This design comes from an exercise in tuning for small area on the open sky130 flow, not from production work.
Where RTL was checked, it was by simulation tests only, not by an equivalence proof against the original.
The clock input has no modelled driver; a real chip could not lean on it and would need a root buffer or a full tree.
No activity file was given, so power comes from the tool's default toggle rates.

## uart_top
module uart_top (
    input  wire        clk_50MHz,
    input  wire        reset,     
    input  wire        rx,
    output wire        tx,
    output wire [7:0]  lat_deg,
    output wire [12:0] lat_min,
    output wire [7:0]  lon_deg,
    output wire [12:0] lon_min,
    output wire        valid_fix
);
export LEC_CHECK = 0
export ABC_AREA = 1
export CAP_MARGIN = 20
export CORE_MARGIN = 2
export CORE_UTILIZATION = 85
export SLEW_MARGIN = 20
create_clock -name core_clock -period 20.0 [get_ports {clk_50MHz}]
standard.sh (not shown) runs the stock make flow with config.mk's settings and CLKGATE_MAP_FILE= SYNTH_SCRIPT=/design/flow/synth_recipe.tcl, a recipe that flattens the netlist after the stock synthesis.
==> flow/flow/run.sh <==
#!/bin/bash
export BUFFER_PORTS_ARGS="-inputs -outputs -buffer_cell sky130_fd_sc_hd__buf_1"
export CTS_ARGS="-sink_clustering_enable -repair_clock_nets -dont_use_dummy_load -sink_clustering_size 30 -sink_clustering_max_diameter 120 -buf_list sky130_fd_sc_hd__clkbuf_16 -sink_buffer_max_cap_derate 1.0"
bash standard.sh > standard.log 2>&1
The first run never finished: it broke off in global routing (5_1_grt) with DPL-0033.
Edit:
==> flow/flow/run.sh (replaced) <==
#!/bin/bash
export BUFFER_PORTS_ARGS="-inputs -outputs -buffer_cell sky130_fd_sc_hd__buf_1"
export CTS_ARGS="-sink_clustering_enable -repair_clock_nets -dont_use_dummy_load -sink_clustering_size 22 -sink_clustering_max_diameter 100 -buf_list sky130_fd_sc_hd__clkbuf_16 -sink_buffer_max_cap_derate 1.0"
bash standard.sh > standard.log 2>&1
- CORE_UTILIZATION: 85 -> 80
Effect: This time the run finished clean; synthesized cell count stays the same; synthesized area stays the same.
Edit:
==> flow/flow/run.sh (replaced) <==
#!/bin/bash
export BUFFER_PORTS_ARGS="-inputs -outputs -buffer_cell sky130_fd_sc_hd__buf_1"
export CTS_ARGS="-sink_clustering_enable -repair_clock_nets -dont_use_dummy_load -sink_clustering_size 26 -sink_clustering_max_diameter 100 -buf_list sky130_fd_sc_hd__clkbuf_16 -sink_buffer_max_cap_derate 1.0"
bash standard.sh > standard.log 2>&1
- CORE_UTILIZATION: 80 -> 90
The changed run aborted during detailed placement (3_5_place_dp); synthesized cell count is unchanged; synthesized area does not change.
Edit:
==> flow/flow/run.sh (replaced) <==
#!/bin/bash
export BUFFER_PORTS_ARGS="-inputs -outputs -buffer_cell sky130_fd_sc_hd__buf_1"
export CTS_ARGS="-sink_clustering_enable -repair_clock_nets -dont_use_dummy_load -sink_clustering_size 18 -sink_clustering_max_diameter 150 -buf_list sky130_fd_sc_hd__clkbuf_16 -sink_buffer_max_cap_derate 1.0"
bash standard.sh > standard.log 2>&1
- CORE_UTILIZATION: 90 -> 80
Result: With this change the flow completed with no timing, DRC or antenna violations. Synthesized area does not change. Synthesized cell count does not change.
Function was not checked in any run of this note: the RTL went through the layout flow alone.


uart_top, a different RTL version from the one above (not shown whole).
Size: ~760 cells after synthesis, roughly 270 flip-flops, roughly 9100 um^2 of cells after synthesis.
Design uart_top, start of the top module:
module uart_top (
    input  wire        clk_50MHz,
    input  wire        reset,     
    input  wire        rx,
    output wire        tx,
    output wire [7:0]  lat_deg,
    output wire [12:0] lat_min,
    output wire [7:0]  lon_deg,
    output wire [12:0] lon_min,
    output wire        valid_fix
);
Settings: LEC_CHECK=0, ABC_AREA=1, CAP_MARGIN=20, CORE_MARGIN=2, CORE_UTILIZATION=80, SLEW_MARGIN=20; clock period 20.0 ns.
==> flow/flow/run.sh <==
#!/bin/bash
# Standard layout (bash standard.sh) with two changes, passed to ORFS as
# environment variables:
#  - ports are buffered with buf_1 instead of the default clkdlybuf4s50_1;
#  - the clock tree is built by flow/manual_cts.tcl (one root clkbuf_16
#    feeding one clkbuf_16 per k-means cluster of flip-flops) instead of
#    TritonCTS; the rest of the CTS step (legalisation, timing repair) is the
#    standard one.
# The full output of the flow is in standard.log.
export BUFFER_PORTS_ARGS="-inputs -outputs -buffer_cell sky130_fd_sc_hd__buf_1"
export PRE_CTS_TCL="$(pwd)/flow/manual_cts.tcl"
bash standard.sh > standard.log 2>&1
==> flow/flow/manual_cts.tcl <==
# Replaces TritonCTS with a two-level clock tree: the clock port drives one
# root buffer, which drives one leaf buffer per cluster of flip-flops
# (k-means on the placed flip-flop positions). Sourced as PRE_CTS_TCL: it
# redefines clock_tree_synthesis, which cts.tcl calls next.
proc clock_tree_synthesis { args } {
  set nclu   12
  set leafm  sky130_fd_sc_hd__clkbuf_16
  set rootm  sky130_fd_sc_hd__clkbuf_16
  set db     [ord::get_db]
  set block  [ord::get_db_block]
  set clknet [$block findNet clk_50MHz]
  set sinks  {}
  foreach it [$clknet getITerms] {
    set bb [[$it getInst] getBBox]
    lappend sinks [list $it [expr {([$bb xMin] + [$bb xMax]) / 2.0}] [expr {([$bb yMin] + [$bb yMax]) / 2.0}]]
  }
  set n [llength $sinks]
  puts "manual CTS: $n sinks, $nclu clusters, leaf $leafm, root $rootm"
  # k-means, seeded along a space-filling order of the sinks
  set sorted [lsort -real -index 1 $sinks]
  set cx {}; set cy {}
  for {set c 0} {$c < $nclu} {incr c} {
    set s [lindex $sorted [expr {int(($c + 0.5) * $n / $nclu)}]]
    lappend cx [lindex $s 1]; lappend cy [lindex $s 2]
  }
  for {set iter 0} {$iter < 30} {incr iter} {
    set sx [lrepeat $nclu 0.0]; set sy [lrepeat $nclu 0.0]; set cnt [lrepeat $nclu 0]
    set assign {}
    foreach s $sinks {
      set best 0; set bd 1e30
      for {set c 0} {$c < $nclu} {incr c} {
        set dx [expr {[lindex $s 1] - [lindex $cx $c]}]
        set dy [expr {[lindex $s 2] - [lindex $cy $c]}]
        set d [expr {abs($dx) + abs($dy)}]
        if {$d < $bd} { set bd $d; set best $c }
      }
      lappend assign $best
      lset sx $best [expr {[lindex $sx $best] + [lindex $s 1]}]
      lset sy $best [expr {[lindex $sy $best] + [lindex $s 2]}]
      lset cnt $best [expr {[lindex $cnt $best] + 1}]
    }
    for {set c 0} {$c < $nclu} {incr c} {
      if {[lindex $cnt $c] > 0} {
        lset cx $c [expr {[lindex $sx $c] / [lindex $cnt $c]}]
        lset cy $c [expr {[lindex $sy $c] / [lindex $cnt $c]}]
      }
    }
  }
  puts "manual CTS: cluster sizes $cnt"
  set leafmaster [$db findMaster $leafm]
  set rootmaster [$db findMaster $rootm]
  # root buffer at the centre of the clusters
  set rx 0.0; set ry 0.0; set used 0
  for {set c 0} {$c < $nclu} {incr c} {
    if {[lindex $cnt $c] > 0} { set rx [expr {$rx + [lindex $cx $c]}]; set ry [expr {$ry + [lindex $cy $c]}]; incr used }
  }
  set rx [expr {int($rx / $used)}]; set ry [expr {int($ry / $used)}]
  set root [odb::dbInst_create $block $rootmaster "mcts_root"]
  $root setLocation $rx $ry
  $root setPlacementStatus PLACED
  set rootnet [odb::dbNet_create $block "mcts_root_net"]
  $rootnet setSigType CLOCK
  [$root findITerm A] connect $clknet
  [$root findITerm X] connect $rootnet
  set leaves {}
  for {set c 0} {$c < $nclu} {incr c} {
    if {[lindex $cnt $c] == 0} { lappend leaves {}; continue }
    set leaf [odb::dbInst_create $block $leafmaster "mcts_leaf_$c"]
    $leaf setLocation [expr {int([lindex $cx $c])}] [expr {int([lindex $cy $c])}]
    $leaf setPlacementStatus PLACED
    set lnet [odb::dbNet_create $block "mcts_leaf_net_$c"]
    $lnet setSigType CLOCK
    [$leaf findITerm A] connect $rootnet
    [$leaf findITerm X] connect $lnet
    lappend leaves $lnet
  }
  set i 0
  foreach s $sinks {
    set it [lindex $s 0]
    set c [lindex $assign $i]
    $it disconnect
    $it connect [lindex $leaves $c]
    incr i
  }
  set_propagated_clock [all_clocks]
  puts "manual CTS: done"
}
The starting point passed the timing, DRC and antenna checks.
Change:
--- a/flow/flow/run.sh
+++ b/flow/flow/run.sh
@@ -11,0 +12 @@
+export POST_RESIZE_TCL="$(pwd)/flow/recover.tcl"
--- a/flow/flow/manual_cts.tcl
+++ b/flow/flow/manual_cts.tcl
@@ -8 +8 @@
-  set rootm  sky130_fd_sc_hd__clkbuf_16
+  set rootm  sky130_fd_sc_hd__clkbuf_8
==> flow/flow/recover.tcl (new file) <==
# Downsize cells where timing allows (the clock period leaves ample slack),
# then fix any slew or capacitance violation this causes.
estimate_parasitics -placement
repair_timing -recover_power 100
repair_design
Outcome: Critical path depth is unchanged; sequential share of layout area came out higher by 0.45 points; cell area drops by 0.67%.
Change:
--- a/flow/flow/manual_cts.tcl
+++ b/flow/flow/manual_cts.tcl
@@ -6 +6 @@
-  set nclu   12
+  set nclu   11
@@ -8 +8 @@
-  set rootm  sky130_fd_sc_hd__clkbuf_8
+  set rootm  sky130_fd_sc_hd__clkbuf_16
=> Total power hardly moves. Final cell count is about the same. Cell area stays flat. Clock power is about the same. Via count climbs slightly. Routed wire length came out higher slightly. Core utilization fell by 0.13 points.
Change:
--- a/flow/flow/manual_cts.tcl
+++ b/flow/flow/manual_cts.tcl
@@ -6 +6 @@
-  set nclu   11
+  set nclu   12
Outcome: Maximum frequency increases by 1.2%; critical path depth stays the same; total power increases by 1.0%; wire length increases by 1.8%; sequential share of layout area decreases by 0.21 points; synthesized cell count is unchanged.
In every run of this note, the design's own scripts or RTL, not TritonCTS, make the clock network.

what the ideal ports hide:
In the flow no input, the clock included, has a driving cell. The finished layouts below were timed again as built, in two steps.
Step 1 (the two cells are an assumption about what drives the block):
set clk [get_ports {clk_50MHz}]
set_driving_cell -lib_cell sky130_fd_sc_hd__clkbuf_16 $clk
set_driving_cell -lib_cell sky130_fd_sc_hd__buf_2 [delete_from_list [all_inputs] $clk]
Step 2 moves the port delays by t, midway between the first and last clock arrival at a register: inputs arrive t later, outputs are due t later. That takes back most of the time a late clock gives input paths.
a / b / c = ideal ports / drivers / drivers and shift; a / b = the first two.
run | t (ns) | slack for setup (ns) | worst setup path after step 2 | latest minus earliest clock arrival (ns) | worst slew at a driven data input, ns
the second run of note 1 | 0.510 | 14.052 / 14.010 / 14.517 | input to register | 0.052 / 0.052 | 0.03
the fourth run of note 1 | 0.524 | 14.060 / 14.018 / 14.542 | register to output | 0.041 / 0.041 | 0.03
the first run of note 2 | 0.461 | 14.228 / 14.189 / 14.300 | input to register | 0.030 / 0.030 | 0.03
the second run of note 2 | 0.544 | 14.165 / 14.131 / 14.200 | input to register | 0.030 / 0.030 | 0.03
the third run of note 2 | 0.464 | 14.180 / 14.141 / 14.217 | input to register | 0.050 / 0.049 | 0.03
the fourth run of note 2 | 0.451 | 14.248 / 14.204 / 14.158 | input to register | 0.027 / 0.027 | 0.03
After both steps every run listed still meets setup and hold. The setup slack of the fourth run of note 2, which loses most, moves by -0.044 ns with the drivers and by -0.090 ns with both steps.
